This is an optimization exercise on Yosys and OpenROAD, whose aim is small area and a short achievable clock period, not a production implementation.
In this exercise RTL edits were held to simulation tests only and were not proved equivalent to the original.
Power is estimated from default activity; no workload was simulated.

==> flow/design.v <==
module ALU(
    input  logic [31:0] A,
    input  logic [31:0] B,         
    input  logic [8:0]  op,
    input  logic        sub,       
    output logic [31:0] Result,
    output logic        Zero,
    output logic        negative
);
    logic [31:0] bx, p0, g0, sum, shl, shr;
    logic        lt;
    assign bx = B;
    assign p0 = A ^ bx;
    assign g0 = A & bx;
    logic [32*6-1:0] G, P;
    assign G[31:0] = {g0[31:1], g0[0] | (p0[0] & sub)};
    assign P[31:0] = p0;
    genvar l, i;
    generate
        for (l = 0; l < 5; l = l + 1) begin : lvl
            for (i = 0; i < 32; i = i + 1) begin : bit_
                if (i >= (1 << l)) begin : op_
                    assign G[32*(l+1)+i] = G[32*l+i] | (P[32*l+i] & G[32*l+i-(1<<l)]);
                    assign P[32*(l+1)+i] = P[32*l+i] & P[32*l+i-(1<<l)];
                end else begin : pass
                    assign G[32*(l+1)+i] = G[32*l+i];
                    assign P[32*(l+1)+i] = P[32*l+i];
                end
            end
        end
    endgenerate
    assign sum = p0 ^ {G[32*5+30 -: 31], sub};
    assign lt  = (A[31] ^ B[31] ^ sub) ? A[31] : sum[31];
    assign shl = A << B[4:0];
    assign shr = $signed({op[8] & A[31], A}) >>> B[4:0];
    assign Result = {32{op[0] | op[1]}} & sum
                  | {32{op[2]}}         & {31'b0, lt}
                  | {32{op[3]}}         & p0
                  | {32{op[4]}}         & g0
                  | {32{op[5]}}         & (p0 | g0)
                  | {32{op[6]}}         & shl
                  | {32{op[7] | op[8]}} & shr;
    assign Zero     = sub ? (&p0) : ~(|p0);
    assign negative = Result[31];
endmodule
module Control_Unit(
    input  logic [6:0] opcode,
    output logic       branch,
    output logic       mem_read,
    output logic       mem_to_register,
    output logic [1:0] ALU_op,
    output logic       mem_write,
    output logic       ALU_src,
    output logic       Reg_write,
    output logic       is_store
);
    logic r, i, l, s, b;
    assign r = (opcode == 7'h33);
    assign i = (opcode == 7'h13);
    assign l = (opcode == 7'h03);
    assign s = (opcode == 7'h23);
    assign b = (opcode == 7'h63);
    assign branch          = b;
    assign mem_read        = l;
    assign mem_to_register = l;
    assign mem_write       = s;
    assign ALU_src         = i | l | s;
    assign Reg_write       = r | i | l;
    assign ALU_op          = {r | i | l, i | l | b};
    assign is_store        = s;
endmodule
module ALU_ctrl_unit (
    input  logic [1:0] alu_op,
    input  logic [2:0] funct3,
    input  logic [6:0] funct7,
    output logic [8:0] op
);
    always_comb begin
        op = 9'b0;
        case (alu_op)
            2'b00: op[0] = 1'b1;
            2'b01: op[1] = 1'b1;
            2'b10: begin
                if (funct7 == 7'h00)
                    case (funct3)
                        3'b000: op[0] = 1'b1;
                        3'b001: op[6] = 1'b1;
                        3'b010: op[2] = 1'b1;
                        3'b100: op[3] = 1'b1;
                        3'b101: op[7] = 1'b1;
                        3'b110: op[5] = 1'b1;
                        3'b111: op[4] = 1'b1;
                        default: ;
                    endcase
                else if (funct7 == 7'h20)
                    case (funct3)
                        3'b000: op[1] = 1'b1;
                        3'b101: op[8] = 1'b1;
                        default: ;
                    endcase
            end
            default: begin
                case (funct3)
                    3'b000: op[0] = 1'b1;
                    3'b001: op[6] = 1'b1;
                    3'b010: op[2] = 1'b1;
                    3'b011: op[8] = 1'b1;
                    3'b100: op[3] = 1'b1;
                    3'b101: if (funct7[5]) op[8] = 1'b1; else op[7] = 1'b1;
                    3'b110: op[5] = 1'b1;
                    3'b111: op[4] = 1'b1;
                endcase
            end
        endcase
    end
endmodule
module Register_file(
    input  logic        clk,
    input  logic        rst,
    input  logic [4:0]  read_reg1,
    input  logic [4:0]  read_reg2,
    input  logic [4:0]  write_reg,
    input  logic [31:0] write_data,
    input  logic        reg_write,
    output logic [31:0] read_data1,
    output logic [31:0] read_data2
);
    logic [31:0] t1 [1:31];
    logic [31:0] t2 [1:31];
    genvar g;
    generate
        for (g = 1; g < 32; g = g + 1) begin : r
            logic [31:0] q;
            logic        v;
            logic        s1, s2;
            always_ff @(posedge clk)
                if (reg_write && write_reg == g) q <= write_data;
            always_ff @(posedge clk or posedge rst)
                if (rst) v <= 1'b0;
                else if (reg_write && write_reg == g) v <= 1'b1;
            assign s1 = (read_reg1 == g);
            assign s2 = (read_reg2 == g);
            assign t1[g] = {32{s1 & v}} & q | {32{s1 & ~v}} & 32'(g);
            assign t2[g] = {32{s2 & v}} & q | {32{s2 & ~v}} & 32'(g);
        end
    endgenerate
    always_comb begin
        read_data1 = 32'b0;
        read_data2 = 32'b0;
        for (int i = 1; i < 32; i = i + 1) begin
            read_data1 = read_data1 | t1[i];
            read_data2 = read_data2 | t2[i];
        end
    end
endmodule
module Risc_V(
    input  logic        clk,
    input  logic        rst,
    output logic [31:0] imem_addr,
    input  logic [31:0] imem_data,
    output logic [31:0] dmem_addr,
    output logic [31:0] dmem_wdata,
    output logic        dmem_we,
    output logic        dmem_re,
    input  logic [31:0] dmem_rdata,
    output logic        wb_we,
    output logic [4:0]  wb_rd,
    output logic [31:0] wb_data
);
    logic [31:1] pc, pc_d1, bpc_x;
    logic [31:0] ir1;
    logic        rw2, mtr2, src2, br2, mr2, mw2, ld2;
    logic [1:0]  aluop2;
    logic [4:0]  rd2;
    logic [2:0]  f3_2;
    logic [8:0]  op2;
    logic        sub2;
    logic        sw_ld, sw_mem;
    logic [31:0] aop, bop, sdat;
    logic        rw3, mtr3, br3, mr3, mw3, z3, n3;
    logic [4:0]  rd3;
    logic [2:0]  f3_3;
    logic [31:0] res3, st3;
    logic [31:1] bpc;
    logic        rw4;
    logic [4:0]  rd4;
    logic [31:0] wd4;
    logic       br1, mr1, mtr1, mw1, src1, rw1, st1;
    logic [1:0] aluop1;
    Control_Unit control_unit_inst (
        .opcode(ir1[6:0]), .branch(br1), .mem_read(mr1), .mem_to_register(mtr1),
        .ALU_op(aluop1), .mem_write(mw1), .ALU_src(src1), .Reg_write(rw1),
        .is_store(st1)
    );
    logic [4:0] rs1, rs2, rd1;
    assign rs1 = ir1[19:15];
    assign rs2 = ir1[24:20];
    assign rd1 = ir1[11:7];
    logic [31:0] imm1;
    assign imm1 = st1 ? {{20{ir1[31]}}, ir1[31:25], ir1[11:7]} :
                        {{20{ir1[31]}}, ir1[31:20]};
    logic flush, stall, taken;
    logic flush_q, stall_q;
    assign flush = flush_q;               
    assign stall = stall_q;               
    logic stall_n;
    assign stall_n = ~stall & ~flush & mr1 & (imem_data[6:0] != 7'h23) &
                     ((rd1 == imem_data[19:15]) | (rd1 == imem_data[24:20]));
    logic [31:0] rf1, rf2;
    Register_file reg_file_inst (
        .clk(clk), .rst(rst),
        .read_reg1(rs1), .read_reg2(rs2),
        .write_reg(rd4), .write_data(wd4), .reg_write(rw4),
        .read_data1(rf1), .read_data2(rf2)
    );
    logic [1:0] aluop2_n;
    logic [8:0] op_n;
    logic       sub_n;
    assign sub_n = op_n[1] | op_n[2];
    assign aluop2_n = stall ? aluop2 : (flush ? 2'b00 : aluop1);
    ALU_ctrl_unit alu_ctrl_unit_inst (
        .alu_op(aluop2_n),
        .funct3(flush ? 3'b0 : ir1[14:12]),
        .funct7(flush ? 7'b0 : ir1[31:25]),
        .op(op_n)
    );
    logic w3, w4;                         
    assign w3 = rw2 & (rd2 != 5'd0);
    assign w4 = rw3 & (rd3 != 5'd0);
    logic fa_mem_n, fa_wb_n, fb_mem_n, fb_wb_n;
    assign fa_mem_n = ~flush & w3 & (rd2 == rs1);
    assign fa_wb_n  = ~flush & w4 & (rd3 == rs1);
    assign fb_mem_n = ~flush & w3 & (rd2 == rs2);
    assign fb_wb_n  = ~flush & w4 & (rd3 == rs2);
    logic [1:0] sws_n;
    logic       src2_n;
    logic [31:0] wd_n;                    
    assign src2_n = stall ? src2 : (~flush & src1);
    assign wd_n   = mtr3 ? dmem_rdata : res3;
    always_comb begin
        if (flush | ~st1)                          sws_n = 2'b00;
        else if (ld2 & (rd2 != 5'd0))              sws_n = 2'b11;
        else if ((rd2 != 5'd0) & (rd2 == rs2))     sws_n = 2'b01;
        else if ((rd3 != 5'd0) & (rd3 == rs2))     sws_n = 2'b10;
        else                                       sws_n = 2'b00;
    end
    logic [31:0] A, B, result;
    logic        zero, negative;
    assign A = aop;
    assign B = bop;
    ALU alu_inst (
        .A(A), .B(B), .op(op2), .sub(sub2),
        .Result(result), .Zero(zero), .negative(negative)
    );
    logic [31:0] st_n;
    assign st_n = sw_ld ? dmem_rdata : sw_mem ? res3 : sdat;
    always_comb begin
        case (f3_3)
            3'b000:  taken = br3 & z3;
            3'b001:  taken = br3 & ~z3;
            3'b100:  taken = br3 & n3;
            3'b101:  taken = br3 & ~n3;
            default: taken = 1'b0;
        endcase
    end
    assign imem_addr  = {pc, 1'b0};
    assign dmem_addr  = res3;
    assign dmem_wdata = st3;
    assign dmem_we    = mw3;
    assign dmem_re    = mr3;
    assign wb_we      = rw4;
    assign wb_rd      = rd4;
    assign wb_data    = wd4;
    always_ff @(posedge clk or posedge rst) begin
        if (rst) pc <= 31'b0;
        else if (!stall) pc <= taken ? bpc : {pc[31:2] + 30'd1, pc[1]};
    end
    always_ff @(posedge clk) begin
        pc_d1 <= pc;
        bpc_x <= pc_d1 + {{19{ir1[31]}}, ir1[31], ir1[7], ir1[30:25], ir1[11:8]};
        bpc   <= bpc_x;
        aop   <= fa_mem_n ? result : fa_wb_n ? wd_n : rf1;
        bop   <= (src2_n ? imm1 : fb_mem_n ? result : fb_wb_n ? wd_n : rf2) ^ {32{sub_n}};
        sdat  <= (sws_n == 2'b10) ? wd_n : rf2;
        res3  <= result;
        st3   <= st_n;
        wd4   <= wd_n;
    end
    always_ff @(posedge clk or posedge rst) begin
        if (rst) begin
            ir1 <= 32'b0;
            rw2 <= 1'b0; mtr2 <= 1'b0; src2 <= 1'b0; br2 <= 1'b0;
            mr2 <= 1'b0; mw2 <= 1'b0; ld2 <= 1'b0; aluop2 <= 2'b00;
            rd2 <= 5'd0; f3_2 <= 3'd0;
            op2 <= 9'b1; sub2 <= 1'b0;
            sw_ld <= 1'b0; sw_mem <= 1'b0;
            rw3 <= 1'b0; mtr3 <= 1'b0; br3 <= 1'b0; mr3 <= 1'b0; mw3 <= 1'b0;
            z3 <= 1'b0; n3 <= 1'b0; rd3 <= 5'd0; f3_3 <= 3'd0;
            rw4 <= 1'b0; rd4 <= 5'd0;
            stall_q <= 1'b0; flush_q <= 1'b0;
        end else begin
            stall_q <= stall_n;
            flush_q <= ~flush & br2 & zero;
            if (!stall) ir1 <= flush ? 32'b0 : imem_data;
            rw2 <= ~stall & ~flush & rw1;
            br2 <= ~stall & ~flush & br1;
            mr2 <= ~stall & ~flush & mr1;
            mw2 <= ~stall & ~flush & mw1;
            if (!stall) mtr2 <= ~flush & mtr1;
            src2 <= src2_n;
            aluop2 <= aluop2_n;
            ld2  <= ~flush & mr1;
            rd2  <= flush ? 5'd0 : rd1;
            f3_2 <= flush ? 3'd0 : ir1[14:12];
            op2  <= op_n;
            sub2 <= sub_n;
            sw_ld  <= (sws_n == 2'b11);
            sw_mem <= (sws_n == 2'b01);
            rw3  <= ~flush & rw2;
            mtr3 <= ~flush & mtr2;
            br3  <= ~flush & br2;
            mr3  <= ~flush & mr2;
            mw3  <= mw2;
            z3   <= zero;
            n3   <= negative;
            rd3  <= rd2;
            f3_3 <= f3_2;
            rw4 <= rw3;
            rd4 <= rd3;
        end
    end
endmodule
Settings: LEC_CHECK=0, CAP_MARGIN=20, CORE_MARGIN=2, CORE_UTILIZATION=40, CTS_CLUSTER_DIAMETER=100, CTS_CLUSTER_SIZE=20, SETUP_SLACK_MARGIN=4.8, SLEW_MARGIN=20; clock period 8.0 ns.
run.sh (not shown) runs the stock make flow with config.mk's settings and CLKGATE_MAP_FILE= SYNTH_SCRIPT=/design/flow/synth_recipe.tcl, a recipe that flattens the netlist after the stock synthesis.
Next try:
--- a/flow/design.v
+++ b/flow/design.v
@@ -43,8 +43,15 @@
     assign Zero     = sub ? (&p0) : ~(|p0);
     assign negative = Result[31];
 endmodule
-module Control_Unit(
+module Opcode_decode(
     input  logic [6:0] opcode,
+    output logic [4:0] cls        
+);
+    assign cls = {opcode == 7'h63, opcode == 7'h23, opcode == 7'h03,
+                  opcode == 7'h13, opcode == 7'h33};
+endmodule
+module Control_Unit(
+    input  logic [4:0] cls,
     output logic       branch,
     output logic       mem_read,
     output logic       mem_to_register,
@@ -55,11 +62,7 @@
     output logic       is_store
 );
     logic r, i, l, s, b;
-    assign r = (opcode == 7'h33);
-    assign i = (opcode == 7'h13);
-    assign l = (opcode == 7'h03);
-    assign s = (opcode == 7'h23);
-    assign b = (opcode == 7'h63);
+    assign {b, s, l, i, r} = cls;
     assign branch          = b;
     assign mem_read        = l;
     assign mem_to_register = l;
@@ -117,8 +120,10 @@
 module Register_file(
     input  logic        clk,
     input  logic        rst,
-    input  logic [4:0]  read_reg1,
-    input  logic [4:0]  read_reg2,
+    input  logic [3:0]  read_hi1,
+    input  logic [7:0]  read_lo1,
+    input  logic [3:0]  read_hi2,
+    input  logic [7:0]  read_lo2,
     input  logic [4:0]  write_reg,
     input  logic [31:0] write_data,
     input  logic        reg_write,
@@ -138,8 +143,8 @@
             always_ff @(posedge clk or posedge rst)
                 if (rst) v <= 1'b0;
                 else if (reg_write && write_reg == g) v <= 1'b1;
-            assign s1 = (read_reg1 == g);
-            assign s2 = (read_reg2 == g);
+            assign s1 = read_hi1[g / 8] & read_lo1[g % 8];
+            assign s2 = read_hi2[g / 8] & read_lo2[g % 8];
             assign t1[g] = {32{s1 & v}} & q | {32{s1 & ~v}} & 32'(g);
             assign t2[g] = {32{s2 & v}} & q | {32{s2 & ~v}} & 32'(g);
         end
@@ -169,6 +174,9 @@
 );
     logic [31:1] pc, pc_d1, bpc_x;
     logic [31:0] ir1;
+    logic [3:0]  r1hi, r2hi;              
+    logic [7:0]  r1lo, r2lo;
+    logic [4:0]  cls1;                    
     logic        rw2, mtr2, src2, br2, mr2, mw2, ld2;
     logic [1:0]  aluop2;
     logic [4:0]  rd2;
@@ -185,10 +193,12 @@
     logic        rw4;
     logic [4:0]  rd4;
     logic [31:0] wd4;
+    logic [4:0] cls0;
+    Opcode_decode opcode_decode_inst (.opcode(imem_data[6:0]), .cls(cls0));
     logic       br1, mr1, mtr1, mw1, src1, rw1, st1;
     logic [1:0] aluop1;
     Control_Unit control_unit_inst (
-        .opcode(ir1[6:0]), .branch(br1), .mem_read(mr1), .mem_to_register(mtr1),
+        .cls(cls1), .branch(br1), .mem_read(mr1), .mem_to_register(mtr1),
         .ALU_op(aluop1), .mem_write(mw1), .ALU_src(src1), .Reg_write(rw1),
         .is_store(st1)
     );
@@ -204,12 +214,12 @@
     assign flush = flush_q;               
     assign stall = stall_q;               
     logic stall_n;
-    assign stall_n = ~stall & ~flush & mr1 & (imem_data[6:0] != 7'h23) &
+    assign stall_n = ~stall & ~flush & mr1 & ~cls0[3] &
                      ((rd1 == imem_data[19:15]) | (rd1 == imem_data[24:20]));
     logic [31:0] rf1, rf2;
     Register_file reg_file_inst (
         .clk(clk), .rst(rst),
-        .read_reg1(rs1), .read_reg2(rs2),
+        .read_hi1(r1hi), .read_lo1(r1lo), .read_hi2(r2hi), .read_lo2(r2lo),
         .write_reg(rd4), .write_data(wd4), .reg_write(rw4),
         .read_data1(rf1), .read_data2(rf2)
     );
@@ -289,6 +299,9 @@
     always_ff @(posedge clk or posedge rst) begin
         if (rst) begin
             ir1 <= 32'b0;
+            cls1 <= 5'b0;
+            r1hi <= 4'b0001; r1lo <= 8'b00000001;
+            r2hi <= 4'b0001; r2lo <= 8'b00000001;
             rw2 <= 1'b0; mtr2 <= 1'b0; src2 <= 1'b0; br2 <= 1'b0;
             mr2 <= 1'b0; mw2 <= 1'b0; ld2 <= 1'b0; aluop2 <= 2'b00;
             rd2 <= 5'd0; f3_2 <= 3'd0;
@@ -301,7 +314,14 @@
         end else begin
             stall_q <= stall_n;
             flush_q <= ~flush & br2 & zero;
-            if (!stall) ir1 <= flush ? 32'b0 : imem_data;
+            if (!stall) begin
+                ir1  <= flush ? 32'b0 : imem_data;
+                cls1 <= flush ? 5'b0 : cls0;
+                r1hi <= flush ? 4'b0001 : 4'b0001 << imem_data[19:18];
+                r1lo <= flush ? 8'b00000001 : 8'b00000001 << imem_data[17:15];
+                r2hi <= flush ? 4'b0001 : 4'b0001 << imem_data[24:23];
+                r2lo <= flush ? 8'b00000001 : 8'b00000001 << imem_data[22:20];
+            end
             rw2 <= ~stall & ~flush & rw1;
             br2 <= ~stall & ~flush & br1;
             mr2 <= ~stall & ~flush & mr1;
What happened: The new run went through all stages and came out clean; critical path depth shrinks by 2; area after synthesis came out higher by about 1.2%; power went up by 3.1%; flip-flop and latch count goes up by 22; clock skew falls by 0.031 ns; wire length went down by about 7%; via count fell by about 3%; clock power came out higher by about 3%; synthesized cell count came out higher by about 0.7%; worst setup slack is better by 0.066 ns; utilization shrinks by 2.1 points.

## what the ideal ports hide
How much do the figures lean on ideal ports? The routed layouts below were timed once more, with nothing changed but the port constraints.
Step 1 (the two cells are an assumption about what drives the block):
set clk [get_ports {clk}]
set_driving_cell -lib_cell sky130_fd_sc_hd__clkbuf_16 $clk
set_driving_cell -lib_cell sky130_fd_sc_hd__buf_2 [delete_from_list [all_inputs] $clk]
Step 2, shift: input delay + t, output delay - t, t = (earliest + latest rising clock arrival at the registers) / 2. This alone moves slack from input paths to output paths.
a / b / c = ideal ports / drivers / drivers and shift; a / b = the first two.
run | shift t [ns] | slack for setup (ns) | slew at the worst register clock pin (ns) | worst slew at a driven data input, ns
the first run | 0.826 | 4.510 / 4.510 / 4.364 | 0.10 / 0.10 | 0.06
the second run | 0.835 | 4.576 / 4.576 / 4.273 | 0.11 / 0.11 | 0.05
After both steps every run listed still meets setup and hold. The setup slack of the second run, which loses most, moves by 0.000 ns with the drivers and by -0.303 ns with both steps.
